This is an optimization exercise on Yosys and OpenROAD, whose aim is small area, a short achievable clock period and few clock cycles, not a production implementation.
At most, simulation tests tie the RTL to the original design; equivalence was not proved.
No functional check of the RTL was part of runs 1 and 2.

## design/flow/config.mk

```make
export PLATFORM = sky130hd
export DESIGN_NAME = bitcoin_hash1
export DESIGN_NICKNAME = bitcoin_hash1
export VERILOG_FILES = /design/flow/design.v
export SDC_FILE = /design/flow/constraint.sdc
export NUM_CORES = 8
export LEC_CHECK = 0
export ABC_AREA = 1
export CAP_MARGIN = 20
export CORE_MARGIN = 2
export CORE_UTILIZATION = 40
export SETUP_SLACK_MARGIN = 5
export SLEW_MARGIN = 20
```

## design/flow/standard.sh

```bash
#!/bin/bash
# synth_recipe.tcl (not shown) runs the flow's synth.tcl, then flattens the netlist and writes it again
# the make line also repeats each setting of config.mk as NAME=value (left out here)
make -C /OpenROAD-flow-scripts/flow DESIGN_CONFIG=/design/flow/config.mk WORK_HOME=/design/flow/orfs CLKGATE_MAP_FILE= SYNTH_SCRIPT=/design/flow/synth_recipe.tcl "${@:-finish}"
```

## design/flow/constraint.sdc

```tcl
create_clock -name core_clock -period 8.0 [get_ports {clk}]
set_input_delay 1.6000 -clock core_clock [delete_from_list [all_inputs] [get_ports {clk}]]
set_output_delay 1.6000 -clock core_clock [all_outputs]
set_load 0.01 [all_outputs]
```

## design/flow/design.v

```verilog
module bitcoin_hash1(
input logic          clk, reset_n, start,
input logic   [15:0] message_addr, output_addr,
output logic          done, mem_we,
output logic   [15:0] mem_addr,
output logic   [31:0] mem_write_data,
input logic   [31:0] mem_read_data);
localparam logic [31:0] IV0 = 32'h6a09e667, IV1 = 32'hbb67ae85,
                        IV2 = 32'h3c6ef372, IV3 = 32'ha54ff53a,
                        IV4 = 32'h510e527f, IV5 = 32'h9b05688c,
                        IV6 = 32'h1f83d9ab, IV7 = 32'h5be0cd19;
function automatic logic [31:0] sha256_k(input logic [5:0] i);
  case (i)
    6'd0: sha256_k = 32'h428a2f98;
    6'd1: sha256_k = 32'h71374491;
    6'd2: sha256_k = 32'hb5c0fbcf;
    6'd3: sha256_k = 32'he9b5dba5;
    6'd4: sha256_k = 32'h3956c25b;
    6'd5: sha256_k = 32'h59f111f1;
    6'd6: sha256_k = 32'h923f82a4;
    6'd7: sha256_k = 32'hab1c5ed5;
    6'd8: sha256_k = 32'hd807aa98;
    6'd9: sha256_k = 32'h12835b01;
    6'd10: sha256_k = 32'h243185be;
    6'd11: sha256_k = 32'h550c7dc3;
    6'd12: sha256_k = 32'h72be5d74;
    6'd13: sha256_k = 32'h80deb1fe;
    6'd14: sha256_k = 32'h9bdc06a7;
    6'd15: sha256_k = 32'hc19bf174;
    6'd16: sha256_k = 32'he49b69c1;
    6'd17: sha256_k = 32'hefbe4786;
    6'd18: sha256_k = 32'h0fc19dc6;
    6'd19: sha256_k = 32'h240ca1cc;
    6'd20: sha256_k = 32'h2de92c6f;
    6'd21: sha256_k = 32'h4a7484aa;
    6'd22: sha256_k = 32'h5cb0a9dc;
    6'd23: sha256_k = 32'h76f988da;
    6'd24: sha256_k = 32'h983e5152;
    6'd25: sha256_k = 32'ha831c66d;
    6'd26: sha256_k = 32'hb00327c8;
    6'd27: sha256_k = 32'hbf597fc7;
    6'd28: sha256_k = 32'hc6e00bf3;
    6'd29: sha256_k = 32'hd5a79147;
    6'd30: sha256_k = 32'h06ca6351;
    6'd31: sha256_k = 32'h14292967;
    6'd32: sha256_k = 32'h27b70a85;
    6'd33: sha256_k = 32'h2e1b2138;
    6'd34: sha256_k = 32'h4d2c6dfc;
    6'd35: sha256_k = 32'h53380d13;
    6'd36: sha256_k = 32'h650a7354;
    6'd37: sha256_k = 32'h766a0abb;
    6'd38: sha256_k = 32'h81c2c92e;
    6'd39: sha256_k = 32'h92722c85;
    6'd40: sha256_k = 32'ha2bfe8a1;
    6'd41: sha256_k = 32'ha81a664b;
    6'd42: sha256_k = 32'hc24b8b70;
    6'd43: sha256_k = 32'hc76c51a3;
    6'd44: sha256_k = 32'hd192e819;
    6'd45: sha256_k = 32'hd6990624;
    6'd46: sha256_k = 32'hf40e3585;
    6'd47: sha256_k = 32'h106aa070;
    6'd48: sha256_k = 32'h19a4c116;
    6'd49: sha256_k = 32'h1e376c08;
    6'd50: sha256_k = 32'h2748774c;
    6'd51: sha256_k = 32'h34b0bcb5;
    6'd52: sha256_k = 32'h391c0cb3;
    6'd53: sha256_k = 32'h4ed8aa4a;
    6'd54: sha256_k = 32'h5b9cca4f;
    6'd55: sha256_k = 32'h682e6ff3;
    6'd56: sha256_k = 32'h748f82ee;
    6'd57: sha256_k = 32'h78a5636f;
    6'd58: sha256_k = 32'h84c87814;
    6'd59: sha256_k = 32'h8cc70208;
    6'd60: sha256_k = 32'h90befffa;
    6'd61: sha256_k = 32'ha4506ceb;
    6'd62: sha256_k = 32'hbef9a3f7;
    default: sha256_k = 32'hc67178f2;
  endcase
endfunction
function automatic logic [31:0] rotr(input logic [31:0] x, input int s);
  rotr = (x >> s) | (x << (32 - s));
endfunction
localparam logic [1:0] PH_IDLE = 2'd0, PH_B1 = 2'd1, PH_N = 2'd2;
logic [1:0] phase, phase_n;
logic [7:0] cnt, cnt_n;   
logic [3:0] n;            
logic [5:0] kidx;         
wire        last_n = (n == 4'd15);
logic [31:0] A, B, C, D, E, F, G, H, P;
logic [31:0] w [16];
logic [31:0] r [8];
always_comb begin
  phase_n = phase;
  cnt_n = cnt + 8'd1;
  case (phase)
    PH_IDLE: begin cnt_n = 8'd0; if (start) phase_n = PH_B1; end
    PH_B1:   if (cnt == 8'd83) begin phase_n = PH_N; cnt_n = 8'd0; end
    default: if (cnt == 8'd135) cnt_n = 8'd0;
             else if (cnt == 8'd132 && last_n) phase_n = PH_IDLE;
  endcase
end
typedef struct packed {
  logic       ivin;    
  logic [1:0] ivk;
  logic       t12;     
  logic [2:0] t12k;
  logic       t2;      
  logic       fixon;   
  logic [1:0] fixt;
  logic       wload;   
  logic [2:0] tsel;    
  logic       h2last;  
} ctl_t;
function automatic ctl_t decode(input logic [1:0] ph, input logic [7:0] c);
  ctl_t k;
  logic b1, nn;
  b1 = (ph == PH_B1);
  nn = (ph == PH_N);
  k.ivin   = (b1 && c >= 8'd8 && c <= 8'd11) || (nn && c >= 8'd64 && c <= 8'd67);
  k.ivk    = b1 ? 2'(c - 8'd8) : 2'(c - 8'd64);
  k.t12    = b1 && c >= 8'd76;
  k.t12k   = 3'(c - 8'd76);
  k.t2     = nn && c >= 8'd132;
  k.fixon  = nn && c >= 8'd66 && c <= 8'd73;
  k.fixt   = 2'(c - 8'd66);
  k.wload  = nn && c == 8'd64;
  k.h2last = nn && c == 8'd130;
  k.tsel   = 3'd0;
  if (b1) begin
    if (c >= 8'd1 && c <= 8'd16) k.tsel = 3'd2;
    else if (c >= 8'd17 && c <= 8'd64) k.tsel = 3'd1;
    else if (c >= 8'd73 && c <= 8'd75) k.tsel = 3'd2;
    else if (c == 8'd76) k.tsel = 3'd3;
    else if (c == 8'd77) k.tsel = 3'd4;
  end else begin
    if (c == 8'd4) k.tsel = 3'd5;
    else if (c >= 8'd5 && c <= 8'd52) k.tsel = 3'd1;
    else if (c == 8'd65) k.tsel = 3'd4;
    else if (c == 8'd72) k.tsel = 3'd6;
    else if (c >= 8'd73 && c <= 8'd120) k.tsel = 3'd1;
    else if (c >= 8'd125 && c <= 8'd127) k.tsel = 3'd2;
    else if (c == 8'd128) k.tsel = 3'd3;
    else if (c == 8'd129) k.tsel = 3'd4;
  end
  decode = k;
endfunction
ctl_t ct;
always_ff @(posedge clk) ct <= decode(phase_n, cnt_n);
wire       ivin = ct.ivin,  t12 = ct.t12, t2 = ct.t2, fixon = ct.fixon, wload = ct.wload, h2last = ct.h2last;
wire [1:0] ivk = ct.ivk, fixt = ct.fixt;
wire [2:0] t12k = ct.t12k, tsel = ct.tsel;
wire [3:0] nonce_w = (phase == PH_B1) ? 4'd0 : n + 4'd1;
wire [31:0] s0w  = rotr(w[1], 7) ^ rotr(w[1], 18) ^ (w[1] >> 3);
wire [31:0] s1w  = rotr(w[14], 17) ^ rotr(w[14], 19) ^ (w[14] >> 10);
wire [31:0] vs   = w[0] ^ w[9] ^ s0w;
wire [31:0] vc   = ((w[0] & w[9]) | (w[0] & s0w) | (w[9] & s0w)) << 1;
wire [31:0] us   = vs ^ vc ^ s1w;
wire [31:0] uc   = ((vs & vc) | (vs & s1w) | (vc & s1w)) << 1;
wire [31:0] wnew = us + uc;
logic [31:0] tail;
always_comb begin
  case (tsel)
    3'd1: tail = wnew;
    3'd2: tail = mem_read_data;
    3'd3: tail = {28'd0, nonce_w};
    3'd4: tail = 32'h80000000;
    3'd5: tail = 32'd640;
    3'd6: tail = 32'd256;
    default: tail = 32'd0;
  endcase
end
logic [31:0] addend;
always_comb begin
  if (t12) begin
    case (t12k)
      3'd0: addend = IV3; 3'd1: addend = IV2; 3'd2: addend = IV1; 3'd3: addend = IV0;
      3'd4: addend = IV7; 3'd5: addend = IV6; 3'd6: addend = IV5; default: addend = IV4;
    endcase
  end else begin
    case (fixt)
      2'd0: addend = r[1]; 2'd1: addend = r[7]; 2'd2: addend = r[5]; default: addend = r[3];
    endcase
  end
end
wire [31:0] fixout = (t12 ? D : w[7]) + addend;
wire [31:0] kval   = h2last ? 32'h307b5f59 : sha256_k(kidx);
wire [31:0] S0  = rotr(A, 2) ^ rotr(A, 13) ^ rotr(A, 22);
wire [31:0] S1  = rotr(E, 6) ^ rotr(E, 11) ^ rotr(E, 25);
wire [31:0] ch  = (E & F) ^ (~E & G);
wire [31:0] maj = (A & B) ^ (A & C) ^ (B & C);
wire [31:0] xs  = P ^ ch ^ S1;
wire [31:0] xc  = ((P & ch) | (P & S1) | (ch & S1)) << 1;
wire [31:0] ys  = xs ^ xc ^ S0;
wire [31:0] yc  = ((xs & xc) | (xs & S0) | (xc & S0)) << 1;
wire [31:0] zs  = ys ^ yc ^ maj;
wire [31:0] zc  = ((ys & yc) | (ys & maj) | (yc & maj)) << 1;
wire [31:0] es  = xs ^ xc ^ D;
wire [31:0] ec  = ((xs & xc) | (xs & D) | (xc & D)) << 1;
wire [31:0] A_rnd = zs + zc;
wire [31:0] E_rnd = es + ec;
logic [31:0] ivA, ivE;
always_comb begin
  case (ivk)
    2'd0: begin ivA = IV3; ivE = IV7; end
    2'd1: begin ivA = IV2; ivE = IV6; end
    2'd2: begin ivA = IV1; ivE = IV5; end
    default: begin ivA = IV0; ivE = IV4; end
  endcase
end
always_ff @(posedge clk) begin
  if (t12)       begin A <= H;    E <= fixout; end
  else if (t2)   begin A <= r[4]; E <= r[0];   end
  else if (ivin) begin A <= ivA;  E <= ivE;    end
  else           begin A <= A_rnd; E <= E_rnd; end
  B <= A; C <= B; D <= C;
  F <= E; G <= F; H <= G;
  P <= (G ^ kval ^ w[6]) + (((G & kval) | (G & w[6]) | (kval & w[6])) << 1);
  for (int i = 0; i < 6; i++) w[i] <= w[i+1];
  w[6] <= fixon ? fixout : w[7];
  w[7] <= w[8];
  if (wload) begin
    w[8] <= A; w[9] <= B; w[10] <= C; w[11] <= D;
    w[12] <= E; w[13] <= F; w[14] <= G; w[15] <= H;
  end else begin
    for (int i = 8; i < 15; i++) w[i] <= w[i+1];
    w[15] <= tail;
  end
  for (int i = 0; i < 7; i++) r[i] <= r[i+1];
  r[7] <= t12 ? fixout : r[0];
end
wire b1 = (phase == PH_B1);
wire nn = (phase == PH_N);
always_ff @(posedge clk) begin
  cnt <= cnt_n;
  if (phase == PH_IDLE) n <= 4'd0;
  else if (nn && cnt == 8'd135) n <= n + 4'd1;
  if (phase == PH_IDLE) mem_addr <= message_addr;
  else if (b1 && (cnt <= 8'd14 || cnt == 8'd72 || cnt == 8'd73)) mem_addr <= mem_addr + 16'd1;
  else if (b1 && cnt == 8'd71) mem_addr <= message_addr + 16'd16;
  else if (nn && cnt == 8'd123) mem_addr <= message_addr + 16'd16;
  else if (nn && (cnt == 8'd124 || cnt == 8'd125)) mem_addr <= mem_addr + 16'd1;
  else if (nn && cnt == 8'd131) mem_addr <= output_addr + {12'd0, n};
  if ((b1 && (cnt == 8'd10 || cnt == 8'd82)) || (nn && (cnt == 8'd66 || cnt == 8'd134)))
    kidx <= 6'd0;
  else
    kidx <= kidx + 6'd1;
end
assign mem_write_data = A;
always_ff @(posedge clk, negedge reset_n) begin
  if (!reset_n) begin
    phase <= PH_IDLE;
    done <= 1'b0;
    mem_we <= 1'b0;
  end else begin
    phase <= phase_n;
    mem_we <= nn && cnt == 8'd131;
    if (phase == PH_IDLE && start) done <= 1'b0;
    else if (nn && cnt == 8'd132 && last_n) done <= 1'b1;
  end
end
endmodule
```

## design/flow/flow/run.sh

```bash
#!/bin/bash
# Own layout flow: the standard ORFS flow (standard.sh) with one change,
# no full/half-adder cell extraction in synthesis (ADDER_MAP_FILE empty), so
# ABC maps the carry-save and adder logic itself. Everything else, including
# the synthesis script, the flow settings and the constraints, is the standard flow's.
set -euo pipefail
sed 's#CLKGATE_MAP_FILE= #CLKGATE_MAP_FILE= ADDER_MAP_FILE= #' standard.sh > standard_nofa.sh
grep -q 'ADDER_MAP_FILE= ' standard_nofa.sh
bash standard_nofa.sh finish > flow_make.log 2>&1
```

==> qor.csv, run 1 <==
metric,value,unit
# DRC,0,
MaxCap Viol Count,0,
Slew @ Worst Pin,1.25,ns
Initial Util,40.3,%
Mean Syn Cell Area,6.64,um^2
first-pass GRT wire length,405000,um
die area,147000,um^2
Setup crit end kind,flop,
crit-path cells,buf_12 -> nor2_4 -> buf_12 -> buf_8 -> a22o_1 -> a21oi_1 -> nand3_1 -> nand2_2 -> nor2_4 -> inv_2 -> nand2_4 -> nor2_4 -> nand2_1 -> nor2_2 -> nand3_2 -> nand4_1 -> nand3_4 -> nand2_1 -> inv_1 -> a21oi_4,
area of the multi-input gates,41100,um^2
Worst Skew,0.0701,ns
vias in the first global route,56954,
Post-synth top flop,dfxtp_1,
YS warnings,3,
row count,139,
Crit path largest cell delay,0.36,ns
status,finished clean,
"Reg clk slew, reported paths",0.06,ns
count of cell types in the netlist,83,
worst hold path type,flop to flop,
area overhead of the layout relative to synthesis,44.2,%
Antenna Nets Post-Route,0,
total CTS buffers,119,
Slew headroom,15.6,%
fin worst setup slack,4.61,ns
"Clk Latency, worst-skew pair",0.79,ns
WL per Instance,26.0,um
cells after synthesis,8698,
CTS tree,built,
H-Tree Depth,3,
post-synthesis sequential area ratio,39.7,%
Worst Setup Start Kind,flop,
final WL,299000,um
number of buffers added on ports,116,
Hold Fails Final Rpt,0,
required time worst endpoint,8.61,ns
Die Ht,384,um
crit path max fanout,5,
largest net degree at the start of global routing,164,
cell area after synthesis,57800,um^2
fillcell total,13301,
NumNets Final,9562,
io pins,117,
total track usage,38.4,%
Tmin final,3.39,ns
slowest CP cell,dfxtp_2,
total grt overflow,0,
Die X,384,um
ratio of final minimum period to clock period,42.3,%
clock sink count,1137,
"commonest cells after routing, fill and taps aside","2,381 x nand2_1, 994 x dfxtp_1, 783 x inv_1",
register area,23300,um^2
via count,62748,
"most common cell after layout, fill and taps aside",nand2_1,
CTS Buffer Depth,3,
most frequent cell on the critical path,nor2_4,
share of layout cells above drive strength 1,36.9,%
"Async S/R FF share, synth",0.352,%
Post-CTS Hold Buffers,0,
initial antenna violation count,24,
fmax,295,MHz
worst setup path class,flop to flop,
Core Region,143000,um^2
Place WS,3.00,ns
Setup TNS,0,ns
post-detail-place hpwl,228000,um
"delay-heaviest family, CP",simple AND/OR/NAND/NOR gates,
"EDFF count, synth",16,
RSZ-0062 raised after global routing,true,
final setup violation count,0,
clock root buffer,clkbuf_16,
CP arrival,4.00,ns
gpl congestion,1.04,
hold_ws,0.296,ns
router iterations before antenna repair,9,
Vias per Instance,5.45,
synthesized flop and latch total,1137,
Mapped Nets,8765,
Worst Path Buf+Inv,5,
final core utilization,58.1,%
DRT iter0 DRCs,6648,
Final Slew Violations,0,
-- kinds of logic (layout without fill, tap and decap cells) --
logic type / after synthesis / after routing / share of synthesized area [%]
simple gates: 4939 / 4941 / 36.1
buf+inv: 1220 / 2115 / 8.27
flops: 1137 / 1137 / 39.7
compound gates: 1041 / 1041 / 10.3
xor+xnor: 339 / 339 / 5.19
fa+ha+maj: 20 / 20 / 0.347
mux: 2 / 2 / 0.0347
other cells: 0 / 7 / 0
-- path summary, 6_finish.rpt --
kind                            depth (start not counted)  slack [ns]        to      from
worst max-delay path                                   20        4.61     E[19]    ct[13]
worst min-delay path                                    0        0.30  w[4][26]  w[5][26]
worst max register to register                         20        4.61     E[19]    ct[13]
worst min register to register                          0        0.30  w[4][26]  w[5][26]
max in group asynchronous                               1        6.82    mem_we   reset_n
min in group asynchronous                               1        1.01  phase[0]   reset_n
-- cell usage after synthesis, drive strengths merged, types with 4 or more instances --
| cell type | count | share of area [%] |
|---|---|---|
| dfxtp | 1117 | 39 |
| a211oi | 6 | 0.078 |
| buf | 67 | 0.70 |
| o21ai | 570 | 5.0 |
| nand2 | 3403 | 23 |
| clkbuf | 103 | 0.74 |
| a22o | 18 | 0.27 |
| or2 | 71 | 0.78 |
| o21bai | 14 | 0.19 |
| o2111ai | 5 | 0.076 |
| clkinv | 12 | 0.078 |
| nand3 | 670 | 6.0 |
| a31oi | 29 | 0.31 |
| o31ai | 18 | 0.23 |
| a21o | 10 | 0.13 |
| edfxtp | 16 | 0.83 |
| inv | 1038 | 6.8 |
| nand4 | 46 | 0.50 |
| a22oi | 10 | 0.13 |
| xor2 | 219 | 3.4 |
| maj3 | 20 | 0.35 |
| nor2 | 652 | 4.7 |
| o22ai | 12 | 0.13 |
| o211ai | 30 | 0.40 |
| dfrtp | 4 | 0.17 |
| o21a | 18 | 0.23 |
| a221oi | 10 | 0.17 |
| nand3b | 42 | 0.55 |
| a21boi | 15 | 0.20 |
| a21oi | 241 | 2.2 |
| a32o | 7 | 0.12 |
| nor3 | 36 | 0.35 |
| and2 | 13 | 0.15 |
| o221ai | 9 | 0.14 |
| o311ai | 7 | 0.11 |
| xnor2 | 120 | 1.8 |
-- final cells by class --
type,instances,area share (%)
Sequential cell,1137,28.0
Timing Repair Buffer,841,9.53
Clock buffer,160,4.10
Multi-Input combinational cell,6343,49.4
Timing Repair inverter,3,0.0346
Inverter,1050,5.12
Antenna cell,7,0.0210
Clock inverter,61,0.946
Tap cell,1903,2.86
-- registers in the layout, summed over array words and instances, names as in the netlist --
name                                                  count
w                                                       512
r                                                       256
A                                                        32
B                                                        32
C                                                        32
D                                                        32
E                                                        32
F                                                        32
G                                                        32
H                                                        32
P                                                        32
sha256_k$func$/design/flow/design.v:186$5481.$result     32
mem_addr                                                 16
ct                                                       13
cnt                                                       6
kidx                                                      6
n                                                         4
phase                                                     2
done                                                      1
mem_we                                                    1
-- metal layers --
layer  up-vias  share of wire [%]  global-route usage, %
met5         -              0.049                      0
met4        20                7.1                   22.4
met3       719                9.7                   8.72
met2      2899                 42                   56.6
met1     30077                 41                   51.3
li1      29033                  -                      -
-- per-stage QoR --
| stage | cell area, um^2 | cells |
|---|---|---|
| finish | 83300 | 11505 |
| global route | 83300 | 11499 |
| CTS | 75800 | 11210 |
| detailed placement | 60900 | 10592 |
| global placement | 60900 | 10591 |
| floorplan | 57800 | 8698 |
-- what timing repair did --
item | in CTS | in global routing
pin swaps | 507 | 495
endpoints found under the setup margin | 286 | 206
gates cloned | 13 | 6
buffers inserted | 384 | 282
resized for setup | 2269 | 1323
==> run 2: changes to the inputs <==
--- a/design/flow/design.v
+++ b/design/flow/design.v
@@ -94,7 +94,7 @@
   cnt_n = cnt + 8'd1;
   case (phase)
     PH_IDLE: begin cnt_n = 8'd0; if (start) phase_n = PH_B1; end
-    PH_B1:   if (cnt == 8'd83) begin phase_n = PH_N; cnt_n = 8'd0; end
+    PH_B1:   if (cnt == 8'd92) begin phase_n = PH_N; cnt_n = 8'd0; end
     default: if (cnt == 8'd135) cnt_n = 8'd0;
              else if (cnt == 8'd132 && last_n) phase_n = PH_IDLE;
   endcase
@@ -103,6 +103,7 @@
   logic       ivin;    
   logic [1:0] ivk;
   logic       t12;     
+  logic       t12f;    
   logic [2:0] t12k;
   logic       t2;      
   logic       fixon;   
@@ -118,9 +119,10 @@
   nn = (ph == PH_N);
   k.ivin   = (b1 && c >= 8'd8 && c <= 8'd11) || (nn && c >= 8'd64 && c <= 8'd67);
   k.ivk    = b1 ? 2'(c - 8'd8) : 2'(c - 8'd64);
-  k.t12    = b1 && c >= 8'd76;
-  k.t12k   = 3'(c - 8'd76);
-  k.t2     = nn && c >= 8'd132;
+  k.t12    = b1 && c >= 8'd76 && c <= 8'd83;
+  k.t12f   = b1 && c >= 8'd77 && c <= 8'd84;
+  k.t12k   = 3'(c - 8'd77);
+  k.t2     = (b1 && c >= 8'd89) || (nn && c >= 8'd132);
   k.fixon  = nn && c >= 8'd66 && c <= 8'd73;
   k.fixt   = 2'(c - 8'd66);
   k.wload  = nn && c == 8'd64;
@@ -129,9 +131,9 @@
   if (b1) begin
     if (c >= 8'd1 && c <= 8'd16) k.tsel = 3'd2;
     else if (c >= 8'd17 && c <= 8'd64) k.tsel = 3'd1;
-    else if (c >= 8'd73 && c <= 8'd75) k.tsel = 3'd2;
-    else if (c == 8'd76) k.tsel = 3'd3;
-    else if (c == 8'd77) k.tsel = 3'd4;
+    else if (c >= 8'd82 && c <= 8'd84) k.tsel = 3'd2;
+    else if (c == 8'd85) k.tsel = 3'd3;
+    else if (c == 8'd86) k.tsel = 3'd4;
   end else begin
     if (c == 8'd4) k.tsel = 3'd5;
     else if (c >= 8'd5 && c <= 8'd52) k.tsel = 3'd1;
@@ -146,7 +148,7 @@
 endfunction
 ctl_t ct;
 always_ff @(posedge clk) ct <= decode(phase_n, cnt_n);
-wire       ivin = ct.ivin,  t12 = ct.t12, t2 = ct.t2, fixon = ct.fixon, wload = ct.wload, h2last = ct.h2last;
+wire       ivin = ct.ivin,  t12 = ct.t12, t12f = ct.t12f, t2 = ct.t2, fixon = ct.fixon, wload = ct.wload, h2last = ct.h2last;
 wire [1:0] ivk = ct.ivk, fixt = ct.fixt;
 wire [2:0] t12k = ct.t12k, tsel = ct.tsel;
 wire [3:0] nonce_w = (phase == PH_B1) ? 4'd0 : n + 4'd1;
@@ -169,21 +171,25 @@
     default: tail = 32'd0;
   endcase
 end
-logic [31:0] addend;
-always_comb begin
-  if (t12) begin
-    case (t12k)
-      3'd0: addend = IV3; 3'd1: addend = IV2; 3'd2: addend = IV1; 3'd3: addend = IV0;
-      3'd4: addend = IV7; 3'd5: addend = IV6; 3'd6: addend = IV5; default: addend = IV4;
-    endcase
-  end else begin
-    case (fixt)
-      2'd0: addend = r[1]; 2'd1: addend = r[7]; 2'd2: addend = r[5]; default: addend = r[3];
-    endcase
-  end
-end
-wire [31:0] fixout = (t12 ? D : w[7]) + addend;
-wire [31:0] kval   = h2last ? 32'h307b5f59 : sha256_k(kidx);
+logic [31:0] rtap;
+always_comb begin
+  case (fixt)
+    2'd0: rtap = r[1]; 2'd1: rtap = r[7]; 2'd2: rtap = r[5]; default: rtap = r[3];
+  endcase
+end
+logic [31:0] ivc;
+always_comb begin
+  case (t12k)
+    3'd0: ivc = IV3; 3'd1: ivc = IV2; 3'd2: ivc = IV1; 3'd3: ivc = IV0;
+    3'd4: ivc = IV7; 3'd5: ivc = IV6; 3'd6: ivc = IV5; default: ivc = IV4;
+  endcase
+end
+wire [31:0] h1out = w[7] + (t12f ? ivc : rtap);
+function automatic logic [31:0] kconst(input logic last, input logic [5:0] i);
+  if (last && i == 6'd63) kconst = 32'h307b5f59;
+  else kconst = sha256_k(i);
+endfunction
+wire [31:0] kval = kconst(h2last, kidx);
 wire [31:0] S0  = rotr(A, 2) ^ rotr(A, 13) ^ rotr(A, 22);
 wire [31:0] S1  = rotr(E, 6) ^ rotr(E, 11) ^ rotr(E, 25);
 wire [31:0] ch  = (E & F) ^ (~E & G);
@@ -208,7 +214,7 @@
   endcase
 end
 always_ff @(posedge clk) begin
-  if (t12)       begin A <= H;    E <= fixout; end
+  if (t12)       begin A <= H;    E <= r[0];   end
   else if (t2)   begin A <= r[4]; E <= r[0];   end
   else if (ivin) begin A <= ivA;  E <= ivE;    end
   else           begin A <= A_rnd; E <= E_rnd; end
@@ -216,8 +222,8 @@
   F <= E; G <= F; H <= G;
   P <= (G ^ kval ^ w[6]) + (((G & kval) | (G & w[6]) | (kval & w[6])) << 1);
   for (int i = 0; i < 6; i++) w[i] <= w[i+1];
-  w[6] <= fixon ? fixout : w[7];
-  w[7] <= w[8];
+  w[6] <= fixon ? h1out : w[7];
+  w[7] <= t12 ? D : w[8];
   if (wload) begin
     w[8] <= A; w[9] <= B; w[10] <= C; w[11] <= D;
     w[12] <= E; w[13] <= F; w[14] <= G; w[15] <= H;
@@ -226,7 +232,7 @@
     w[15] <= tail;
   end
   for (int i = 0; i < 7; i++) r[i] <= r[i+1];
-  r[7] <= t12 ? fixout : r[0];
+  r[7] <= t12f ? h1out : r[0];
 end
 wire b1 = (phase == PH_B1);
 wire nn = (phase == PH_N);
@@ -234,13 +240,11 @@
   cnt <= cnt_n;
   if (phase == PH_IDLE) n <= 4'd0;
   else if (nn && cnt == 8'd135) n <= n + 4'd1;
-  if (phase == PH_IDLE) mem_addr <= message_addr;
-  else if (b1 && (cnt <= 8'd14 || cnt == 8'd72 || cnt == 8'd73)) mem_addr <= mem_addr + 16'd1;
-  else if (b1 && cnt == 8'd71) mem_addr <= message_addr + 16'd16;
-  else if (nn && cnt == 8'd123) mem_addr <= message_addr + 16'd16;
-  else if (nn && (cnt == 8'd124 || cnt == 8'd125)) mem_addr <= mem_addr + 16'd1;
-  else if (nn && cnt == 8'd131) mem_addr <= output_addr + {12'd0, n};
-  if ((b1 && (cnt == 8'd10 || cnt == 8'd82)) || (nn && (cnt == 8'd66 || cnt == 8'd134)))
+  if (phase == PH_IDLE || (b1 && cnt == 8'd79) || (nn && cnt == 8'd122)) mem_addr <= message_addr;
+  else if (nn && cnt == 8'd130) mem_addr <= output_addr;
+  else mem_addr <= mem_addr + ((b1 && cnt == 8'd80) || (nn && cnt == 8'd123) ? 16'd16 :
+                               (nn && cnt == 8'd131) ? {12'd0, n} : 16'd1);
+  if ((b1 && (cnt == 8'd10 || cnt == 8'd91)) || (nn && (cnt == 8'd66 || cnt == 8'd134)))
     kidx <= 6'd0;
   else
     kidx <= kidx + 6'd1;
==> design/flow/flow/run.sh (replaced) <==
#!/bin/bash
# Own layout flow: the standard ORFS flow (standard.sh) with the changes
# described in flow/patch_synth.py. Flow settings and constraints are the standard flow's.
set -euo pipefail
python3 flow/patch_synth.py > patch_synth.log 2>&1
bash standard_x.sh finish > flow_make.log 2>&1
==> design/flow/flow/make_vars.txt (new file) <==
ADDER_MAP_FILE=
CTS_ARGS=-sink_clustering_enable -repair_clock_nets -dont_use_dummy_load -buf_list sky130_fd_sc_hd__clkbuf_8
==> design/flow/flow/patch_synth.py (new file) <==
# Writes synth_x.tcl, synth_recipe_x.tcl and standard_x.sh in the work folder:
# the standard flow (standard.sh, synth_recipe.tcl, ORFS synth.tcl) with these
# changes, all in how the layout is made:
#  - ABC runs flow/abc.script instead of the ORFS script (if that file exists);
#  - the make variables in flow/make_vars.txt (one NAME=value per line) are added
#    to standard.sh's make command (e.g. no adder-cell extraction, clock-tree options).
# Registers, the synth -nofsm -noshare calls, flattening and renaming are the standard flow's.
import os, shlex
work = os.getcwd()
flow_home = os.environ["FLOW_HOME"]
abc = os.path.join(work, "flow", "abc.script")
s = open(os.path.join(flow_home, "scripts", "synth.tcl")).read()
if os.path.exists(abc):
    old = "  log_cmd abc {*}$abc_args\n"
    assert s.count(old) == 1, "abc line not found"
    s = s.replace(old, """  set i [lsearch -exact $abc_args -script]
  set abc_args [lreplace $abc_args [expr {$i+1}] [expr {$i+1}] %s]
  log_cmd abc {*}$abc_args
""" % abc)
open(os.path.join(work, "synth_x.tcl"), "w").write(s)
b = open(os.path.join(work, "synth_recipe.tcl")).read()
old = "source $::env(SCRIPTS_DIR)/synth.tcl"
assert b.count(old) == 1, "synth.tcl source line not found"
open(os.path.join(work, "synth_recipe_x.tcl"), "w").write(b.replace(old, "source " + os.path.join(work, "synth_x.tcl")))
t = open(os.path.join(work, "standard.sh")).read()
old = "SYNTH_SCRIPT=" + os.path.join(work, "synth_recipe.tcl")
assert t.count(old) == 1, "SYNTH_SCRIPT not found in standard.sh"
t = t.replace(old, "SYNTH_SCRIPT=" + os.path.join(work, "synth_recipe_x.tcl"))
mv = os.path.join(work, "flow", "make_vars.txt")
extra = " ".join(shlex.quote(l.strip()) for l in open(mv) if l.strip()) if os.path.exists(mv) else ""
old = "CLKGATE_MAP_FILE= "
assert t.count(old) == 1, "make line not found in standard.sh"
open(os.path.join(work, "standard_x.sh"), "w").write(t.replace(old, old + extra + " "))
--- a/design/flow/config.mk
+++ b/design/flow/config.mk
@@ -9,5 +9,5 @@
 export CAP_MARGIN = 20
 export CORE_MARGIN = 2
 export CORE_UTILIZATION = 40
-export SETUP_SLACK_MARGIN = 5
+export SETUP_SLACK_MARGIN = 4.5
 export SLEW_MARGIN = 20
==> run 2 against run 1 <==
  * First-iteration DRC count is 6.7% lower
  * Setup slack got worse by 0.13 ns
  * Critical path type unchanged
  * Area after synthesis fell by 2.8%
  * Highest routed layer unchanged
  * Register-to-register slack got worse by 0.13 ns
  * Clock skew rose by 0.039 ns
  * Still clean
  * Sequential share of layout area increased by 6.4 points
==> qor.csv, run 2 <==
metric,value,unit
H-Tree Depth,4,
WL per Instance,26.2,um
area overhead of the layout relative to synthesis,19.7,%
required time worst endpoint,8.80,ns
"most common cell after layout, fill and taps aside",nand2_1,
Post-synth top flop,dfxtp_1,
router iterations before antenna repair,17,
Final Slew Violations,0,
cells after synthesis,8559,
# DRC,0,
final setup violation count,0,
register area,23100,um^2
worst hold path type,flop to flop,
CP arrival,4.31,ns
clock root buffer,clkbuf_8,
total track usage,38.1,%
"Clk Latency, worst-skew pair",0.96,ns
Antenna Nets Post-Route,0,
initial antenna violation count,32,
Mapped Nets,8626,
Reg with most FFs,w,
"Reg clk slew, reported paths",0.06,ns
share of layout cells above drive strength 1,15.6,%
Setup TNS,0,ns
dominant cell type by area after synthesis,dfxtp_1,
via count,58281,
Hold Crit Start,w[3][17],
Hold Path Cell Cnt,0,
Initial Util,40.3,%
NumNets Final,8985,
Regs by FF count,"w (512), r (256)",
Slew headroom,10.4,%
DRT iter0 DRCs,6200,
RSZ-0062 raised after global routing,true,
io pins,117,
max reg flops,512,
ratio of final minimum period to clock period,43.9,%
YS warnings,3,
Hold Fails Final Rpt,0,
Slew @ Worst Pin,1.33,ns
worst setup path class,flop to flop,
CTS Buffer Depth,3,
fillcell total,14516,
die area,143000,um^2
synthesized flop and latch total,1140,
CTS tree,built,
CP Launch Point,E[0],
hold_ws,0.268,ns
Worst Setup Start Kind,flop,
MaxCap Viol Count,0,
Core Region,139000,um^2
fmax,284,MHz
total CTS buffers,192,
Mean Syn Cell Area,6.56,um^2
reg2reg path depth,26,
first-pass GRT wire length,384000,um
Worst Skew,0.109,ns
cell area after synthesis,56100,um^2
Die X,379,um
worst r2r src,E[0],
Synth area leaders,"dfxtp_1 41%, nand2_1 22%, inv_1 6.5%, nand3_1 5.7%, o21ai_0 4.9%",
vias in the first global route,52936,
status,finished clean,
top-count cell post-synth,nand2_1,
Synth top area share,40.5,%
post-synthesis sequential area ratio,40.7,%
count of cell types in the netlist,68,
area of the multi-input gates,32200,um^2
total grt overflow,0,
"Async S/R FF share, synth",0.351,%
gpl congestion,1.08,
number of buffers added on ports,116,
Vias per Instance,5.39,
largest net degree at the start of global routing,129,
post-detail-place hpwl,228000,um
Setup crit end kind,flop,
Die Ht,379,um
"commonest cells after routing, fill and taps aside","3,041 x nand2_1, 1,029 x dfxtp_1, 910 x inv_1",
clock sink count,1140,
commonest cells in the synthesized netlist,"3,340 x nand2_1, 1,136 x dfxtp_1, 971 x inv_1",
final WL,283000,um
Tmin final,3.52,ns
crit path max fanout,6,
"EDFF count, synth",0,
row count,137,
## run 2: cell count changes after synthesis, moves of 16 or more
cell,before,now
a21oi_1,227,247
a31oi_1,29,11
buf_2,39,16
clkbuf_1,98,125
dfxtp_1,1117,1136
edfxtp_1,16,0
inv_1,935,971
inv_2,101,24
nand2_1,3216,3340
nand2_2,176,23
nand3_2,23,6
nor2_2,55,10
o21ai_0,483,553
o21ai_1,82,42
## run 2: what timing repair did
action | 4_1_cts | 5_1_grt
buffers inserted | 70 | 97
pin swaps | 28 | 102
gates cloned | 2 | 6
hold buffers | 0 | 0
gates resized for setup | 593 | 650
setup endpoints to repair | 231 | 169
## run 2: cell families (layout without fill, tap and decap cells)
kind of cell | count (synthesis) | count (layout) | synth area share [%]
buffers and inverters | 1166 | 1520 | 7.93
AO/OA/AOI/OAI | 1036 | 1036 | 10.2
XOR/XNOR | 353 | 353 | 5.56
adder cells (fa/ha/maj) | 18 | 18 | 0.321
AND/OR/NAND/NOR | 4846 | 4849 | 35.3
flip-flops | 1140 | 1140 | 40.7
other | 0 | 12 | 0
## run 2: through the flow
step / area [um^2] / instances / worst slack, ns / util, %
after floorplan: 56100 / 8559 / 5.30 / -
after CTS: 64200 / 10689 / 4.42 / 46.0
after global routing: 67200 / 10794 / 4.34 / 48.2
after detailed placement: 59300 / 10425 / 3.15 / 42.6
after global placement: 59300 / 10425 / 3.05 / 42.5
final: 67200 / 10804 / 4.48 / 48.2
## run 2: path summary, 6_finish.rpt
check	slack [ns]	to
min in group asynchronous	0.95	mem_we
max in group asynchronous	6.85	done
worst min-delay path	0.27	w[2][17]
worst max-delay path	4.48	A[28]
worst max register to register	4.48	A[28]
worst min register to register	0.27	w[2][17]
## run 2: cell type report
cell class	count	share of cell area, %
Tap cell	1876	3.49
Inverter	998	5.78
Antenna cell	12	0.0447
Clock buffer	192	3.93
Timing Repair Buffer	330	4.41
Sequential cell	1140	34.4
Multi-Input combinational cell	6256	47.9
## run 2: routing by layer
layer	vias up	track usage, %	share of wire [%]
met5	-	0	0.021
met1	27549	50.9	43
met4	10	20.6	6.3
met3	532	7.70	8.8
met2	2659	57.4	42
li1	27531	-	-
## run 2: critical path, cell delays in order, from the launching register on
cell	delay [ns]
dfxtp_4	0.37
clkinvlp_4	0.15
buf_4	0.17
nand2_1	0.07
nand3_1	0.08
nand2_1	0.10
inv_1	0.05
nand2_1	0.05
nand2_1	0.18
nor2_2	0.22
inv_1	0.10
nand3_1	0.12
nand2_1	0.07
nand2_1	0.10
nand3_2	0.20
inv_2	0.27
nand3_1	0.11
nand2_1	0.24
nand2_1	0.11
nand3_2	0.14
nand2_1	0.08
nand2_1	0.07
nand2_1	0.05
nand3_1	0.10
nand2_1	0.07
nand2_1	0.07
nand2_1	0.05
==> run 3: changes to the inputs <==
--- a/design/flow/design.v
+++ b/design/flow/design.v
@@ -146,8 +146,9 @@
   end
   decode = k;
 endfunction
-ctl_t ct;
-always_ff @(posedge clk) ct <= decode(phase_n, cnt_n);
+ctl_t ct, ct_n;
+assign ct_n = decode(phase_n, cnt_n);
+always_ff @(posedge clk) ct <= ct_n;
 wire       ivin = ct.ivin,  t12 = ct.t12, t12f = ct.t12f, t2 = ct.t2, fixon = ct.fixon, wload = ct.wload, h2last = ct.h2last;
 wire [1:0] ivk = ct.ivk, fixt = ct.fixt;
 wire [2:0] t12k = ct.t12k, tsel = ct.tsel;
@@ -189,7 +190,9 @@
   if (last && i == 6'd63) kconst = 32'h307b5f59;
   else kconst = sha256_k(i);
 endfunction
-wire [31:0] kval = kconst(h2last, kidx);
+logic [5:0]  kidx_n;
+logic [31:0] kval;      
+always_ff @(posedge clk) kval <= kconst(ct_n.h2last, kidx_n);
 wire [31:0] S0  = rotr(A, 2) ^ rotr(A, 13) ^ rotr(A, 22);
 wire [31:0] S1  = rotr(E, 6) ^ rotr(E, 11) ^ rotr(E, 25);
 wire [31:0] ch  = (E & F) ^ (~E & G);
@@ -236,6 +239,8 @@
 end
 wire b1 = (phase == PH_B1);
 wire nn = (phase == PH_N);
+assign kidx_n = ((b1 && (cnt == 8'd10 || cnt == 8'd91)) || (nn && (cnt == 8'd66 || cnt == 8'd134))) ?
+                6'd0 : kidx + 6'd1;
 always_ff @(posedge clk) begin
   cnt <= cnt_n;
   if (phase == PH_IDLE) n <= 4'd0;
@@ -244,10 +249,7 @@
   else if (nn && cnt == 8'd130) mem_addr <= output_addr;
   else mem_addr <= mem_addr + ((b1 && cnt == 8'd80) || (nn && cnt == 8'd123) ? 16'd16 :
                                (nn && cnt == 8'd131) ? {12'd0, n} : 16'd1);
-  if ((b1 && (cnt == 8'd10 || cnt == 8'd91)) || (nn && (cnt == 8'd66 || cnt == 8'd134)))
-    kidx <= 6'd0;
-  else
-    kidx <= kidx + 6'd1;
+  kidx <= kidx_n;
 end
 assign mem_write_data = A;
 always_ff @(posedge clk, negedge reset_n) begin
--- a/design/flow/config.mk
+++ b/design/flow/config.mk
@@ -5,7 +5,7 @@
 export SDC_FILE = /design/flow/constraint.sdc
 export NUM_CORES = 8
 export LEC_CHECK = 0
-export ABC_AREA = 1
+export ABC_AREA = 0
 export CAP_MARGIN = 20
 export CORE_MARGIN = 2
 export CORE_UTILIZATION = 40
==> run 3 against run 2 <==
  * Core utilization grew 2.0 points
  * Synthesized cell count down 35%
  * Critical endpoint is now A[17]
  * Worst hold slack improved by 0.018 ns
  * Sequential share of layout area fell by 0.36 points
  * Final cell count down 28%
==> qor.csv, run 3 <==
metric,value,unit
H-Tree Depth,4,
worst hold path type,flop to flop,
"most common cell after layout, fill and taps aside",dfxtp_1,
Tmin final,5.01,ns
Die X,374,um
clock sink count,1139,
total track usage,29.8,%
reg2reg path depth,17,
YS warnings,3,
dominant cell type by area after synthesis,dfxtp_1,
most frequent cell on the critical path,maj3_2,
Setup crit end kind,flop,
vias in the first global route,41697,
MaxCap Viol Count,0,
worst r2r src,E[6],
share of layout cells above drive strength 1,30.5,%
fmax,200,MHz
Core Region,136000,um^2
NumNets Final,6091,
Worst Path Buf+Inv,2,
max reg flops,512,
Layout Cells excl Fill,7812,
Antenna Nets Post-Route,0,
required time worst endpoint,8.71,ns
CP Launch Point,E[6],
"EDFF count, synth",0,
via count,44440,
cells after synthesis,5529,
largest net degree at the start of global routing,75,
initial antenna violation count,11,
Mean Syn Cell Area,9.93,um^2
R2R Path End,A[17],
synthesized flop and latch total,1139,
Post-synth top flop,dfxtp_1,
gpl congestion,1.01,
post-detail-place hpwl,162000,um
Worst Skew,0.0657,ns
crit path max fanout,4,
"Async S/R FF share, synth",0.351,%
CTS tree,built,
Worst Setup Start Kind,flop,
WL per Instance,27.8,um
"commonest cells after routing, fill and taps aside","974 x dfxtp_1, 428 x xnor2_1, 399 x nand2_1",
Crit path largest cell delay,0.48,ns
ratio of final minimum period to clock period,62.6,%
placed instance count,7189,
Vias per Instance,5.69,
worst setup path class,flop to flop,
FF-to-FF setup slack,2.99,ns
RSZ-0062 raised after global routing,true,
row count,135,
CP arrival,5.72,ns
Final Slew Violations,0,
io pins,117,
router iterations before antenna repair,8,
status,finished clean,
Hold Fails Final Rpt,0,
Slew headroom,27.5,%
Setup TNS,0,ns
slowest CP cell,xnor3_2,
Synth area leaders,"dfxtp_1 41%, xnor2_1 8.6%, mux2_2 6.0%, maj3_1 5.1%, xnor3_1 3.8%",
met2 Use GR,44.8,%
"Reg clk slew, reported paths",0.05,ns
# DRC,0,
Initial Util,40.4,%
first-pass GRT wire length,301000,um
Die Ht,374,um
final setup violation count,0,
DRT iter0 DRCs,4862,
clock root buffer,clkbuf_8,
final WL,217000,um
Mapped Nets,5596,
total CTS buffers,187,
met1 Track Usage GR,38.7,%
Slew @ Worst Pin,1.08,ns
top-count cell post-synth,dfxtp_1,
total grt overflow,0,
"Clk Latency, worst-skew pair",0.93,ns
Worst Setup EP,A[17],
die area,140000,um^2
"delay-heaviest family, CP",compound AO/OA/AOI/OAI gates,
Regs by FF count,"w (512), r (256)",
count of cell types in the netlist,91,
area overhead of the layout relative to synthesis,24.4,%
CTS Buffer Depth,3,
number of buffers added on ports,116,
busiest grt layer,met2,
commonest cells in the synthesized netlist,"1,135 x dfxtp_1, 538 x xnor2_1, 440 x nand2_1",
CP Depth,17,
routing usage on met3,6.16,%
Reg with most FFs,w,
Synth top area share,41.4,%
post-synthesis sequential area ratio,41.6,%
cell area after synthesis,54900,um^2
crit-path cells,xnor3_2 -> maj3_2 -> maj3_2 -> xnor3_2 -> o31ai_4 -> a32oi_4 -> a211o_4 -> a31o_4 -> maj3_2 -> maj3_2 -> buf_4 -> buf_6 -> o21ai_4 -> nand2_4 -> a21oi_2 -> xnor2_2 -> o221ai_1,
==> run 3: cell count changes in the layout (fill, tap and decap cells not counted), sizes merged, moves of 65 or more <==
cell and delta:
inv -821, maj3 +266, mux2 +294, nor2 -192
xnor3 +93, buf +263, xor3 +65, nand2 -2929
o21ai -269, xnor2 +416, nand3 -588
==> run 3: metal layers <==
| metal | part of all wire, % | wire length [um] |
|---|---|---|
| met2 | 43 | 93200 |
| met4 | 7.7 | 16800 |
| met3 | 8.5 | 18500 |
| met5 | 0.010 | 22 |
| met1 | 41 | 88800 |
==> run 3: cell type report <==
type / count / area (um^2)
inverter: 152 / 583
tap: 1781 / 2230
fill: 12298 / 67600
antenna: 9 / 22.5
multi-input combinational: 3953 / 34300
sequential: 1139 / 23300
timing repair buffer: 591 / 5290
clock buffer: 187 / 2570
==> run 3: worst min path at each step <==
| stage | startpoint | end | slack [ns] | cells after the start |
|---|---|---|---|---|
| 6_report | r[6][10] | r[5][10] | 0.29 | 0 |
| 5_1_grt | r[6][10] | r[5][10] | 0.27 | 0 |
| 4_1_cts | r[6][10] | r[5][10] | 0.28 | 0 |
| 3_5_place_dp | r[2][12] | r[1][12] | 0.31 | 0 |
| 3_3_place_gp | r[2][8] | r[1][8] | 0.31 | 0 |
| 2_1_floorplan | w[2][19] | w[1][19] | 0.31 | 0 |
==> run 3: cell families (layout without fill, tap and decap cells) <==
kind of cell / Yosys count / count (layout) / synth area share [%]
AOI/OAI and AO/OA: 1148 / 1148 / 13.2
xor gates and xnor gates: 918 / 918 / 18.8
adders and majority gates: 284 / 284 / 5.19
buffers and inverters: 438 / 930 / 3.03
DFF: 1139 / 1139 / 41.6
muxes: 362 / 362 / 8.00
other: 0 / 9 / 0
and+or+nand+nor: 1240 / 1241 / 10.2
==> run 3: through the flow <==
| stage | area, um^2 | setup slack [ns] | hold slack (ns) | utilization, % |
|---|---|---|---|---|
| floorplan | 55700 | 3.45 | 0.310 | - |
| global placement | 58300 | 2.45 | 0.310 | 42.9 |
| detailed placement | 58300 | 2.41 | 0.312 | 42.9 |
| CTS | 65500 | 3.01 | 0.281 | 48.2 |
| global route | 68200 | 2.86 | 0.274 | 50.2 |
| finish | 68200 | 2.99 | 0.285 | 50.3 |
==> run 3: repair_timing <==
| action | in CTS | in global routing |
|---|---|---|
| cloned | 1 | 4 |
| setup buffers | 259 | 162 |
| resized for setup | 749 | 312 |
| pin swaps | 262 | 226 |
| hold buffers | 0 | 0 |
| setup endpoints to repair | 233 | 167 |
Testbench counts of run 3, summed over its fixed seeds: cycles 108,824.
==> run 4: changes to the inputs <==
==> design/flow/flow/abc.script (new file) <==
strash
dch
map -B 0.9
topo
stime -c
upsize -c
dnsize -c
--- a/design/flow/config.mk
+++ b/design/flow/config.mk
@@ -5,7 +5,7 @@
 export SDC_FILE = /design/flow/constraint.sdc
 export NUM_CORES = 8
 export LEC_CHECK = 0
-export ABC_AREA = 0
+export ABC_AREA = 1
 export CAP_MARGIN = 20
 export CORE_MARGIN = 2
 export CORE_UTILIZATION = 40
==> run 4 against run 3 <==
  * Clock skew increased by 0.043 ns
  * Critical path type unchanged
  * Maximum frequency up 42%
  * Wire length grew 23%
  * Area after synthesis is 0.49% lower
  * Clock-buffer cell count increased by 2
  * Still clean on timing, DRC and antenna
  * Highest routed layer unchanged
==> qor.csv, run 4 <==
metric,value,unit
Core Region,135000,um^2
Setup crit end kind,flop,
Layout Cells excl Fill,10548,
Tmin final,3.53,ns
YS warnings,3,
synthesized flop and latch total,1139,
Regs by FF count,"w (512), r (256)",
count of cell types in the netlist,52,
Final Cell Area,65700,um^2
share of layout cells above drive strength 1,15.1,%
dominant cell type by area after synthesis,dfxtp_1,
final WL,268000,um
Synth top area share,41.6,%
router iterations before antenna repair,6,
# DRC,0,
Crit path largest cell delay,0.61,ns
first-pass GRT wire length,370000,um
hold_ws,0.266,ns
post-detail-place hpwl,218000,um
CTS Buffer Depth,3,
initial antenna violation count,29,
fillcell total,14048,
total track usage,37.1,%
Mean Syn Cell Area,6.60,um^2
crit-path cells,buf_4 -> o21ai_0 -> xnor2_1 -> xor2_1 -> xnor2_1 -> xnor2_1 -> xor2_1 -> xor2_1 -> clkinv_1 -> nand3_1 -> nand3_1 -> nand2_1 -> a21oi_1,
MaxCap Viol Count,0,
status,finished clean,
"most common cell after layout, fill and taps aside",nand2_1,
"Reg clk slew, reported paths",0.06,ns
ratio of final minimum period to clock period,44.1,%
worst setup path class,flop to flop,
via count,56984,
Setup TNS,0,ns
Reg with most FFs,w,
final core utilization,48.5,%
crit path max fanout,4,
Mapped Nets,8340,
Slew headroom,29.0,%
Vias per Instance,5.40,
commonest cells in the synthesized netlist,"3,332 x nand2_1, 1,135 x dfxtp_1, 979 x clkinv_1",
CTS tree,built,
"Clk Latency, worst-skew pair",0.96,ns
clock sink count,1139,
vias in the first global route,52026,
row count,135,
DRT iter0 DRCs,6160,
Final Slew Violations,0,
max reg flops,512,
WL per Instance,25.4,um
Worst Setup Start Kind,flop,
clock root buffer,clkbuf_8,
die area,139000,um^2
Slew @ Worst Pin,1.06,ns
cells after synthesis,8273,
gpl congestion,1.08,
largest net degree at the start of global routing,171,
Die X,373,um
required time worst endpoint,8.73,ns
io pins,117,
Die Ht,373,um
H-Tree Depth,4,
Post-synth top flop,dfxtp_1,
Worst Skew,0.109,ns
Antenna Nets Post-Route,0,
total CTS buffers,189,
placed instance count,10208,
top-count cell post-synth,nand2_1,
worst hold path type,flop to flop,
post-synthesis sequential area ratio,41.8,%
number of buffers added on ports,116,
slowest CP cell,xor2_1,
Synth area leaders,"dfxtp_1 42%, nand2_1 23%, clkinv_1 6.7%, nand3_1 5.4%, o21ai_0 5.1%",
NumNets Final,8826,
Initial Util,40.3,%
"Async S/R FF share, synth",0.351,%
CP arrival,4.26,ns
RSZ-0062 raised after global routing,true,
fmax,284,MHz
"commonest cells after routing, fill and taps aside","3,032 x nand2_1, 994 x dfxtp_1, 880 x clkinv_1",
placed cell areas,58300,um^2
cell area after synthesis,54600,um^2
area overhead of the layout relative to synthesis,20.4,%
"EDFF count, synth",0,
total grt overflow,0,
Hold Fails Final Rpt,0,
final setup violation count,0,
[run 4: cell types whose count changed after synthesis, moves of 204 or more]
cell and change:
clkbuf_1 -247, clkinv_1 +977, maj3_1 -258, mux2_2 -294
nand2_1 +2892, nand3_1 +531, nor2_1 +204, o21ai_0 +237
xnor2_1 -393
[run 4: cells by family (layout without fill, tap and decap cells)]
family          after synthesis  count (layout)  synth area share (%)
compound gates             1030            1030                  10.4
xor+xnor                    342             342                  5.49
fa+ha+maj                    20              20                 0.367
buf+inv                     983            1467                  6.81
flops                      1139            1139                  41.8
other cells                   0              10                     0
simple gates               4759            4759                  35.2
[run 4: final timing paths]
kind                         start        to  slack (ns)  cells past startpoint
min in group asynchronous  reset_n  phase[1]        0.86                      1
max in group asynchronous  reset_n      done        6.93                      1
hold reg to reg            r[2][9]   r[1][9]        0.27                      0
hold / removal             r[2][9]   r[1][9]        0.27                      0
setup / recovery             E[31]     A[31]        4.47                     13
setup reg to reg             E[31]     A[31]        4.47                     13
[run 4: area by class of cell]
| type | instances | area, um^2 | area share [%] |
|---|---|---|---|
| Antenna cell | 10 | 25.0 | 0.0381 |
| Clock buffer | 189 | 2600 | 3.96 |
| Inverter | 983 | 3910 | 5.95 |
| Multi-Input combinational cell | 6151 | 31000 | 47.1 |
| Sequential cell | 1139 | 23200 | 35.3 |
| Tap cell | 1781 | 2230 | 3.39 |
| Timing Repair Buffer | 295 | 2770 | 4.22 |
[run 4: repair_timing]
| action | in CTS | in global routing |
|---|---|---|
| hold buffers | 0 | 0 |
| pin swaps | 24 | 85 |
| endpoints found under the setup margin | 233 | 159 |
| gates resized for setup | 599 | 706 |
| buffers inserted | 51 | 87 |
| cloned | 0 | 2 |
[run 4: per-stage QoR]
step / setup slack [ns]
6_report: 4.47
5_1_grt: 4.34
4_1_cts: 4.39
3_5_place_dp: 3.03
3_3_place_gp: 3.00
2_1_floorplan: 4.47
[run 4: critical path, delay by kind of cell (launching register included)]
kind	cells	cell delay [ns]
DFF	1	0.38
xor gates and xnor gates	6	1.90
buffers and inverters	2	0.30
AOI/OAI and AO/OA	2	0.40
and+or+nand+nor	3	0.32
[run 4: per-layer routing]
layer	up-vias	part of all wire, %	GRT usage, %	routed length, um
li1	27178	-	-	-
met1	26758	42	48.6	114000
met2	2454	43	56.8	115000
met3	580	7.9	6.66	21100
met4	14	7.0	22.2	18800
met5	-	0.038	0	103
==> run 5: changes to the inputs <==
==> design/flow/flow/abc.script (replaced) <==
strash
dc2
dch
map -B 0.9
topo
stime -c
buffer -c
upsize -c
dnsize -c
==> run 5 against run 4 <==
  * Setup slack worse by 1.0 ns
  * Highest routed layer unchanged
  * Die area is 8.0% lower
  * Final cell count is 14% lower
  * Sequential share of layout area is 0.99 points higher
==> qor.csv, run 5 <==
metric,value,unit
WL per Instance,23.5,um
CP arrival,5.29,ns
required time worst endpoint,8.76,ns
Crit path largest cell delay,0.61,ns
reg2reg path depth,30,
max reg flops,512,
router iterations before antenna repair,9,
vias in the first global route,44001,
register area,23100,um^2
final WL,212000,um
gpl congestion,1.01,
io pins,117,
Setup TNS,0,ns
CTS tree,built,
ratio of final minimum period to clock period,56.7,%
Antenna Nets Post-Route,0,
Hold Crit Start,r[2][0],
CTS Buffer Depth,3,
crit path max fanout,4,
Tmin final,4.54,ns
fillcell total,11786,
dominant cell type by area after synthesis,dfxtp_1,
Post-synth top flop,dfxtp_1,
post-synthesis sequential area ratio,45.5,%
Initial Util,40.4,%
count of cell types in the netlist,69,
Hold Path End,r[1][0],
MaxCap Viol Count,0,
Mean Syn Cell Area,7.39,um^2
Vias per Instance,5.22,
total CTS buffers,187,
row count,129,
clock sink count,1139,
Regs by FF count,"w (512), r (256)",
first-pass GRT wire length,293000,um
worst setup path class,flop to flop,
Post-Synth XOR/XNOR Area,9.07,%
area overhead of the layout relative to synthesis,27.0,%
YS warnings,3,
via count,47161,
"Reg clk slew, reported paths",0.06,ns
worst hold path type,flop to flop,
initial antenna violation count,16,
Slew @ Worst Pin,1.38,ns
fmax,220,MHz
cell area after synthesis,50200,um^2
total track usage,31.9,%
RSZ-0062 raised after global routing,true,
Die X,358,um
number of buffers added on ports,116,
worst r2r src,w[1][3],
share of layout cells above drive strength 1,22.8,%
# DRC,0,
"most common cell after layout, fill and taps aside",nand2_1,
clock root buffer,clkbuf_8,
Die Ht,358,um
Worst Skew,0.0955,ns
Worst Setup Start Kind,flop,
Synth top area share,45.3,%
NumNets Final,7469,
area of the multi-input gates,27000,um^2
"Clk Latency, worst-skew pair",0.93,ns
die area,128000,um^2
mux contribution to synthesized area,0,%
Synth area leaders,"dfxtp_1 45%, nand2_1 15%, inv_1 5.8%, xor2_1 5.8%, o21ai_0 4.6%",
FF-to-FF setup slack,3.46,ns
"Async S/R FF share, synth",0.351,%
Reg with most FFs,w,
largest family of logic cells by synthesized area,simple AND/OR/NAND/NOR gates,
"EDFF count, synth",0,
cells after synthesis,6790,
largest net degree at the start of global routing,203,
Post-CTS Hold Buffers,0,
final setup violation count,0,
slowest CP cell,dfxtp_1,
Final Slew Violations,0,
Slew headroom,7.95,%
Hold Path Cell Cnt,0,
most frequent cell on the critical path,buf_4,
Post-Synth Simple-Gate Area,25.9,%
Synth Area in Compound Gates,11.3,%
Hold Fails Final Rpt,0,
commonest cells in the synthesized netlist,"2,000 x nand2_1, 1,135 x dfxtp_1, 781 x inv_1",
top-count cell post-synth,nand2_1,
adder-cell share of the synthesized area,0.498,%
H-Tree Depth,4,
DRT iter0 DRCs,4750,
Setup crit end kind,flop,
Core Region,124000,um^2
post-detail-place hpwl,159000,um
"commonest cells after routing, fill and taps aside","1,804 x nand2_1, 1,028 x dfxtp_1, 738 x inv_1",
total grt overflow,0,
synthesized flop and latch total,1139,
status,finished clean,
Mapped Nets,6857,
R2R Path End,w[15][3],
## run 5: changes by cell type after synthesis, moves of 137 or more
| cell | before | now |
|---|---|---|
| nand2_1 | 3332 | 2000 |
| clkbuf_1 | 0 | 152 |
| inv_1 | 0 | 781 |
| clkinv_1 | 979 | 5 |
| nand3_1 | 590 | 244 |
| xor2_1 | 197 | 334 |
## run 5: cell type report
type / instances / area share, %
well taps: 1637 / 3.21
repair buffers: 620 / 9.20
clock buffers: 187 / 4.04
multi-input cells: 4635 / 42.3
diodes: 5 / 0.0196
inverters: 817 / 4.89
repair inverters: 2 / 0.0177
flip-flops and latches: 1139 / 36.3
## run 5: repair_timing
action,in CTS,in global routing
pin swaps,216,296
gates cloned,6,1
endpoints found under the setup margin,213,166
buffers inserted,329,131
gates resized for setup,638,619
## run 5: per-stage QoR
stage	cell area, um^2	std cells	setup WS, ns	hold WS, ns	utilization, %
finish	63800	9042	3.46	0.261	51.4
CTS	60200	8905	3.72	0.251	48.5
global placement	53000	8383	2.39	0.310	42.7
detailed placement	53000	8383	2.81	0.312	42.7
global route	63800	9039	3.29	0.256	51.4
floorplan	50400	6790	4.34	0.310	-
## run 5: critical path, delay by kind of cell (launching register included)
| kind | cells | cell delay, ns |
|---|---|---|
| xor+xnor | 2 | 0.44 |
| flops | 1 | 0.61 |
| compound gates | 3 | 0.37 |
| simple gates | 5 | 0.56 |
| buf+inv | 20 | 2.39 |
## run 5: per-layer routing
layer  routed length [um]  vias to the layer above  track usage (%)
met4                17300                        4             22.3
met1                86400                    22248             40.4
li1                     -                    22405                -
met2                92400                     1984             49.1
met3                16200                      520             5.88
met5                   22                        -                0
## run 5: logic make-up after synthesis
group / Yosys count
AND/OR/NAND/NOR: 3108
adder cells (fa/ha/maj): 25
XOR/XNOR: 506
AO/OA/AOI/OAI: 996
flip-flops: 1139
buffers and inverters: 1016
## run 5: worst max-delay path by stage
stage / from / end / slack, ns
floorplan: E[15] / A[30] / 4.34
global placement: ct[14] / kval[29] / 2.39
detailed placement: ct[14] / w[6][31] / 2.81
CTS: w[1][9] / w[15][28] / 3.72
global route: w[1][8] / w[15][15] / 3.29
finish: w[1][3] / w[15][3] / 3.46
==> run 6: changes to the inputs <==
==> design/flow/flow/abc.script (replaced) <==
strash
dch
map -B 0.9
topo
stime -c
upsize -c
dnsize -c
--- a/design/flow/config.mk
+++ b/design/flow/config.mk
@@ -9,5 +9,5 @@
 export CAP_MARGIN = 20
 export CORE_MARGIN = 2
 export CORE_UTILIZATION = 40
-export SETUP_SLACK_MARGIN = 4.5
+export SETUP_SLACK_MARGIN = 4.3
 export SLEW_MARGIN = 20
==> run 6 against run 5 <==
  * First-iteration DRC count grew 26%
  * Die area up 8.7%
  * Sequential share of layout area rose by 0.21 points
  * Synthesized cell count rose by 22%
  * Critical path depth down 16
  * Sequential cell count did not move
  * Final area decreased by 0.98%
  * Clock skew decreased by 0.0038 ns
  * Register-to-register slack better by 0.86 ns
  * Largest cell class unchanged
  * Non-clock buffer count down 436
==> qor.csv, run 6 <==
metric,value,unit
Die X,373,um
met1 Track Usage GR,46.9,%
worst hold path type,flop to flop,
post-detail-place hpwl,206000,um
Synth top area share,41.6,%
Regs by FF count,"w (512), r (256)",
dominant cell type by area after synthesis,dfxtp_1,
"EDFF count, synth",0,
Core Region,135000,um^2
placed instance count,10208,
reg2reg path depth,14,
worst r2r src,cnt[3],
RSZ-0062 raised after global routing,true,
Setup TNS,0,ns
final core utilization,46.6,%
io pins,117,
CTS Buffer Depth,3,
commonest cells in the synthesized netlist,"3,332 x nand2_1, 1,135 x dfxtp_1, 979 x clkinv_1",
"Clk Latency, worst-skew pair",0.96,ns
Slew headroom,7.98,%
FF-to-FF setup slack,4.32,ns
cells after synthesis,8273,
worst setup path class,flop to flop,
WL per Instance,24.3,um
Reg with most FFs,w,
"most common cell after layout, fill and taps aside",nand2_1,
NumNets Final,8718,
final WL,254000,um
required time worst endpoint,8.85,ns
row count,135,
routing usage on met3,5.88,%
Antenna Nets Post-Route,0,
Tmin final,3.68,ns
"commonest cells after routing, fill and taps aside","3,195 x nand2_1, 1,032 x dfxtp_1, 914 x clkinv_1",
Vias per Instance,5.41,
Worst Setup Start Kind,flop,
top-count cell post-synth,nand2_1,
clock sink count,1139,
# DRC,0,
status,finished clean,
Worst Skew,0.0917,ns
area overhead of the layout relative to synthesis,15.6,%
ratio of final minimum period to clock period,46.0,%
die area,139000,um^2
Slew @ Worst Pin,1.37,ns
met2 Use GR,53.4,%
Hold Path Cell Cnt,0,
MaxCap Viol Count,0,
final setup violation count,0,
-- run 6: cell count changes after synthesis, moves of 28 or more --
cell | before | now
clkbuf_1 | 152 | 0
clkinv_1 | 5 | 979
inv_1 | 781 | 0
inv_2 | 31 | 1
nand2_1 | 2000 | 3332
nand2_2 | 98 | 0
nand3_1 | 244 | 590
nand3_2 | 28 | 0
nand3b_1 | 10 | 46
nor2_1 | 519 | 607
o21ai_0 | 464 | 558
xor2_1 | 334 | 197
-- run 6: metal layers --
layer / share of wire [%] / vias to the layer above
li1: - / 26958
met1: 42 / 26254
met5: 0.020 / -
met3: 8.4 / 556
met4: 7.1 / 8
met2: 42 / 2763
-- run 6: worst max-delay path, stage by stage, from the launching register on --
cell,delay [ns]
dfxtp_1,0.42
clkinv_1,0.17
nor3_1,0.31
a32o_1,0.21
nand2_1,0.06
nand2_2,0.27
clkinvlp_4,0.29
nand3_4,0.29
buf_6,0.30
nand2_1,0.14
nor2_1,0.32
clkinv_1,0.26
nand3_1,0.13
o31ai_1,0.14
a211oi_1,0.29
-- run 6: layout make-up --
| cell class | instances | area, um^2 |
|---|---|---|
| Antenna cell | 12 | 30.0 |
| Clock buffer | 191 | 2630 |
| Fill cell | 14038 | 72300 |
| Inverter | 983 | 3860 |
| Multi-Input combinational cell | 6152 | 29600 |
| Sequential cell | 1139 | 23100 |
| Tap cell | 1781 | 2230 |
| Timing Repair Buffer | 184 | 1770 |
-- run 6: stage by stage --
stage                     hold slack (ns)  setup slack, ns  cell area [um^2]
after floorplan                     0.310             4.31             54600
after global placement              0.310             2.66             58300
after detailed placement            0.312             2.60             58300
after CTS                           0.260             4.30             61800
after global routing                0.279             4.16             63100
final                               0.265             4.32             63100
-- run 6: worst min-delay path by stage --
stage	slack, ns	endpoint	start
3_3_place_gp	0.31	w[1][22]	w[2][22]
2_1_floorplan	0.31	r[1][0]	r[2][0]
4_1_cts	0.26	r[5][9]	r[6][9]
3_5_place_dp	0.31	r[1][29]	r[2][29]
5_1_grt	0.28	r[5][9]	r[6][9]
6_report	0.26	r[5][9]	r[6][9]
-- run 6: cell families after synthesis --
kind of cell             after synthesis  share of synthesized area, %
AND/OR/NAND/NOR                     4759                          35.2
AO/OA/AOI/OAI                       1030                          10.4
buffers and inverters                983                          6.81
flip-flops                          1139                          41.8
adder cells (fa/ha/maj)               20                         0.367
XOR/XNOR                             342                          5.49
-- run 6: timing repair --
item / in CTS / in global routing
gates resized for setup: 320 / 388
setup endpoints to repair: 176 / 144
setup buffers: 10 / 19
pin swaps: 11 / 24
cloned: 0 / 1
hold buffers: 0 / 0

-- static timing again, ports no longer ideal --
No port has a modelled driver above. Below, the same layouts with a new extraction and two added sets of constraints.
Step 1 assumes that a clkbuf_16 drives the clock port and a buf_2 every other input.
Step 2 moves the port delays by t, midway between the first and last clock arrival at a register: inputs arrive t later, outputs are due t later. That takes back most of the time a late clock gives input paths.
Slacks: ideal ports / drivers / drivers and shift; pairs: ideal ports / drivers.
| run | shift t [ns] | setup WS [ns] | pins driven straight from the clock port |
|---|---|---|---|
| run 1 | 0.834 | 4.614 / 4.614 / 4.230 | 1 |
| run 2 | 0.970 | 4.484 / 4.484 / 4.239 | 1 |
| run 3 | 0.959 | 2.994 / 2.994 / 2.994 | 1 |
| run 4 | 0.978 | 4.473 / 4.456 / 3.936 | 1 |
| run 5 | 0.961 | 3.463 / 3.463 / 3.463 | 1 |
| run 6 | 0.990 | 4.320 / 4.258 / 3.878 | 1 |
After both steps every run listed still meets setup and hold. The setup slack of run 4, which loses most, moves by -0.017 ns with the drivers and by -0.537 ns with both steps.
